From an optimization exercise on the open Yosys and OpenROAD flow, aimed at small area, a short achievable clock period and few clock cycles per item; shortcuts taken in it are not production practice. The RTL was checked by simulation tests, not by an equivalence proof against the original design. Power figures rest on the tool's default switching activity, not on a simulated workload.

==> inputs of 03-16 <==
==> flow/design.v (excerpt) <==
module divider #
(
    parameter N = 32
)
(
    input wire [N-1:0] dividend,
    input wire [N-1:0] divisor,
    input wire start,
    input wire rst,
    input wire clk,
    output wire [N-1:0] quotient,
    output wire [N-1:0] remainder,
    output wire done
);
    wire [N-1:0] xq0 = dividend;
    wire [N-1:0] d0 = divisor;
    wire v0 = start;
    wire [0:0] c0 = xq0[N-1];
    wire [0:0] g0_0 = ~c0 & d0[0:0];
    wire [0:0] p0_0 = ~c0 | d0[0:0];
    wire [0:0] bi0 = 1'b0;
    wire ge0 = ~g0_0[0] & ~|d0[N-1:1];
    wire [0:0] r1 = c0 ^ ({1{ge0}} & (d0[0:0] ^ bi0));
    wire [N-1:0] xq1 = {xq0[N-2:0], ge0};
    wire [N-1:0] d1 = d0;
    wire v1 = v0;
    reg [0:0] r1_q;
    reg [N-1:0] xq1_q;
    reg [N-1:0] d1_q;
    reg z1_q;
    reg v1_q;
    always @(posedge clk) begin
        r1_q <= r1;
        xq1_q <= xq1;
        d1_q <= d1;
        z1_q <= ~|d1[N-1:2];
    end
    always @(posedge clk, posedge rst) begin
        if (rst) v1_q <= 1'b0;
        else v1_q <= v1;
    end
    wire [1:0] c1 = {r1_q, xq1_q[N-1]};
    wire [1:0] g1_0 = ~c1 & d1_q[1:0];
    wire [1:0] p1_0 = ~c1 | d1_q[1:0];
    wire [1:0] g1_1, p1_1;
    assign g1_1[0] = g1_0[0];
    assign p1_1[0] = p1_0[0];
    assign g1_1[1] = g1_0[1] | (p1_0[1] & g1_0[0]);
    assign p1_1[1] = p1_0[1] & p1_0[0];
    wire [1:0] bi1 = {g1_1[0:0], 1'b0};
    wire ge1 = ~g1_1[1] & z1_q;
    wire [1:0] r2 = c1 ^ ({2{ge1}} & (d1_q[1:0] ^ bi1));
    wire [N-1:0] xq2 = {xq1_q[N-2:0], ge1};
    wire [N-1:0] d2 = d1_q;
    wire v2 = v1_q;
    reg [1:0] r2_q;
    reg [N-1:0] xq2_q;
    reg [N-1:0] d2_q;
    reg z2_q;
    reg v2_q;
    always @(posedge clk) begin
        r2_q <= r2;
        xq2_q <= xq2;
        d2_q <= d2;
        z2_q <= ~|d2[N-1:3];
    end
    always @(posedge clk, posedge rst) begin
        if (rst) v2_q <= 1'b0;
        else v2_q <= v2;
    end
    wire [2:0] c2 = {r2_q, xq2_q[N-1]};
    wire [2:0] g2_0 = ~c2 & d2_q[2:0];
    wire [2:0] p2_0 = ~c2 | d2_q[2:0];
    wire [2:0] g2_1, p2_1;
    assign g2_1[0] = g2_0[0];
    assign p2_1[0] = p2_0[0];
    assign g2_1[1] = g2_0[1] | (p2_0[1] & g2_0[0]);
    assign p2_1[1] = p2_0[1] & p2_0[0];
    assign g2_1[2] = g2_0[2];
    assign p2_1[2] = p2_0[2];
    wire [2:0] g2_2, p2_2;
    assign g2_2[0] = g2_1[0];
    assign p2_2[0] = p2_1[0];
    assign g2_2[1] = g2_1[1];
    assign p2_2[1] = p2_1[1];
    assign g2_2[2] = g2_1[2];
  ...
clock: 4.5 ns
lec_check: 0
abc_area: 1
cap_margin: 20
core_margin: 2
core_utilization: 60
cts_cluster_diameter: 100
cts_cluster_size: 25
setup_slack_margin: 2.15
slew_margin: 20
run.sh (not shown) runs the stock make flow with config.mk's settings and CLKGATE_MAP_FILE= SYNTH_SCRIPT=/design/flow/synth_recipe.tcl, a recipe that flattens the netlist after the stock synthesis.
==> inputs of 04-20, as changes to 03-16 <==
--- a/flow/design.v
+++ b/flow/design.v
@@ -21,41 +21,26 @@
     wire [0:0] bi0 = 1'b0;
     wire ge0 = ~g0_0[0] & ~|d0[N-1:1];
     wire [0:0] r1 = c0 ^ ({1{ge0}} & (d0[0:0] ^ bi0));
     wire [N-1:0] xq1 = {xq0[N-2:0], ge0};
     wire [N-1:0] d1 = d0;
     wire v1 = v0;
-    reg [0:0] r1_q;
-    reg [N-1:0] xq1_q;
-    reg [N-1:0] d1_q;
-    reg z1_q;
-    reg v1_q;
-    always @(posedge clk) begin
-        r1_q <= r1;
-        xq1_q <= xq1;
-        d1_q <= d1;
-        z1_q <= ~|d1[N-1:2];
-    end
-    always @(posedge clk, posedge rst) begin
-        if (rst) v1_q <= 1'b0;
-        else v1_q <= v1;
-    end
-    wire [1:0] c1 = {r1_q, xq1_q[N-1]};
-    wire [1:0] g1_0 = ~c1 & d1_q[1:0];
-    wire [1:0] p1_0 = ~c1 | d1_q[1:0];
+    wire [1:0] c1 = {r1, xq1[N-1]};
+    wire [1:0] g1_0 = ~c1 & d1[1:0];
+    wire [1:0] p1_0 = ~c1 | d1[1:0];
     wire [1:0] g1_1, p1_1;
     assign g1_1[0] = g1_0[0];
     assign p1_1[0] = p1_0[0];
     assign g1_1[1] = g1_0[1] | (p1_0[1] & g1_0[0]);
     assign p1_1[1] = p1_0[1] & p1_0[0];
     wire [1:0] bi1 = {g1_1[0:0], 1'b0};
-    wire ge1 = ~g1_1[1] & z1_q;
-    wire [1:0] r2 = c1 ^ ({2{ge1}} & (d1_q[1:0] ^ bi1));
-    wire [N-1:0] xq2 = {xq1_q[N-2:0], ge1};
-    wire [N-1:0] d2 = d1_q;
-    wire v2 = v1_q;
+    wire ge1 = ~g1_1[1] & ~|d1[N-1:2];
+    wire [1:0] r2 = c1 ^ ({2{ge1}} & (d1[1:0] ^ bi1));
+    wire [N-1:0] xq2 = {xq1[N-2:0], ge1};
+    wire [N-1:0] d2 = d1;
+    wire v2 = v1;
     reg [1:0] r2_q;
     reg [N-1:0] xq2_q;
     reg [N-1:0] d2_q;
     reg z2_q;
     reg v2_q;
     always @(posedge clk) begin
--- a/flow/config.mk
+++ b/flow/config.mk
@@ -8,8 +8,9 @@
 export ABC_AREA = 1
 export CAP_MARGIN = 20
 export CORE_MARGIN = 2
 export CORE_UTILIZATION = 60
 export CTS_CLUSTER_DIAMETER = 100
 export CTS_CLUSTER_SIZE = 25
-export SETUP_SLACK_MARGIN = 2.15
+export PLACE_DENSITY = 0.82
+export SETUP_SLACK_MARGIN = 2.3
 export SLEW_MARGIN = 20
==> qor summary <==
item                                                                          04-20           03-16
Result of the run                                                    finished clean  finished clean
Inserted tap cell count                                                        1794            1876
Initial core utilization                                                      60.5%           60.5%
Fraction of area in clock buffers and inverters                               3.29%           3.40%
# resized after CTS                                                             376             111
Width of the die                                                             377 um          379 um
Cell count after synthesis                                                     9432            9481
Net total in the final layout                                                  9836            9808
Area occupied by multi-input gates                                        29100 um2       27900 um2
Clock network power                                                         11.2 mW         11.5 mW
Worst reg2reg endpoint                                                     r27_q[4]        r22_q[3]
Number of flip-flops and latches                                               2539            2606
Core region area                                                         138000 um2      140000 um2
Final critical path time including I/O delays and setup                     2210 ps         2280 ps
Leakage power                                                               44.3 nW         44.3 nW
Share of final-layout standard cells stronger than drive strength 1           10.0%           5.41%
Worst Skew                                                                  73.4 ps         68.7 ps
Testbench counts of 03-16, summed over its fixed seeds: cycles 2,296, items 2,048.
Testbench counts of 04-20, summed over its fixed seeds: cycles 2,288, items 2,048.

==> static timing again, ports no longer ideal <==
The results above use ideal ports. As a check the final layouts listed here were re-extracted and re-timed, cells and wires unchanged. Step 1: set_driving_cell puts a clkbuf_16 on clk and a buf_2 on each other input, an assumption about the parent block. Step 2 times the ports against the registers' clock, not the clock port: input delays grow and output delays shrink by t, the midpoint of the rising clock arrivals with the driver on. Slacks: ideal ports / drivers / drivers and shift; pairs: ideal ports / drivers.
| run | t (ns) | slack for setup (ns) | clock arrival spread, ns | worst slew at a driven data input, ns | cell pins on the clock port's net |
|---|---|---|---|---|---|
| 03-16 | 0.832 | 2.223 / 2.145 / 2.136 | 0.078 / 0.079 | 0.04 | 1 |
| 04-20 | 0.837 | 2.292 / 2.254 / 1.684 | 0.076 / 0.077 | 0.06 | 1 |
After both steps setup and hold are still met in every run listed. For 04-20, which loses most, drivers alone change the setup slack by -0.038 ns; drivers and shift together by -0.608 ns.
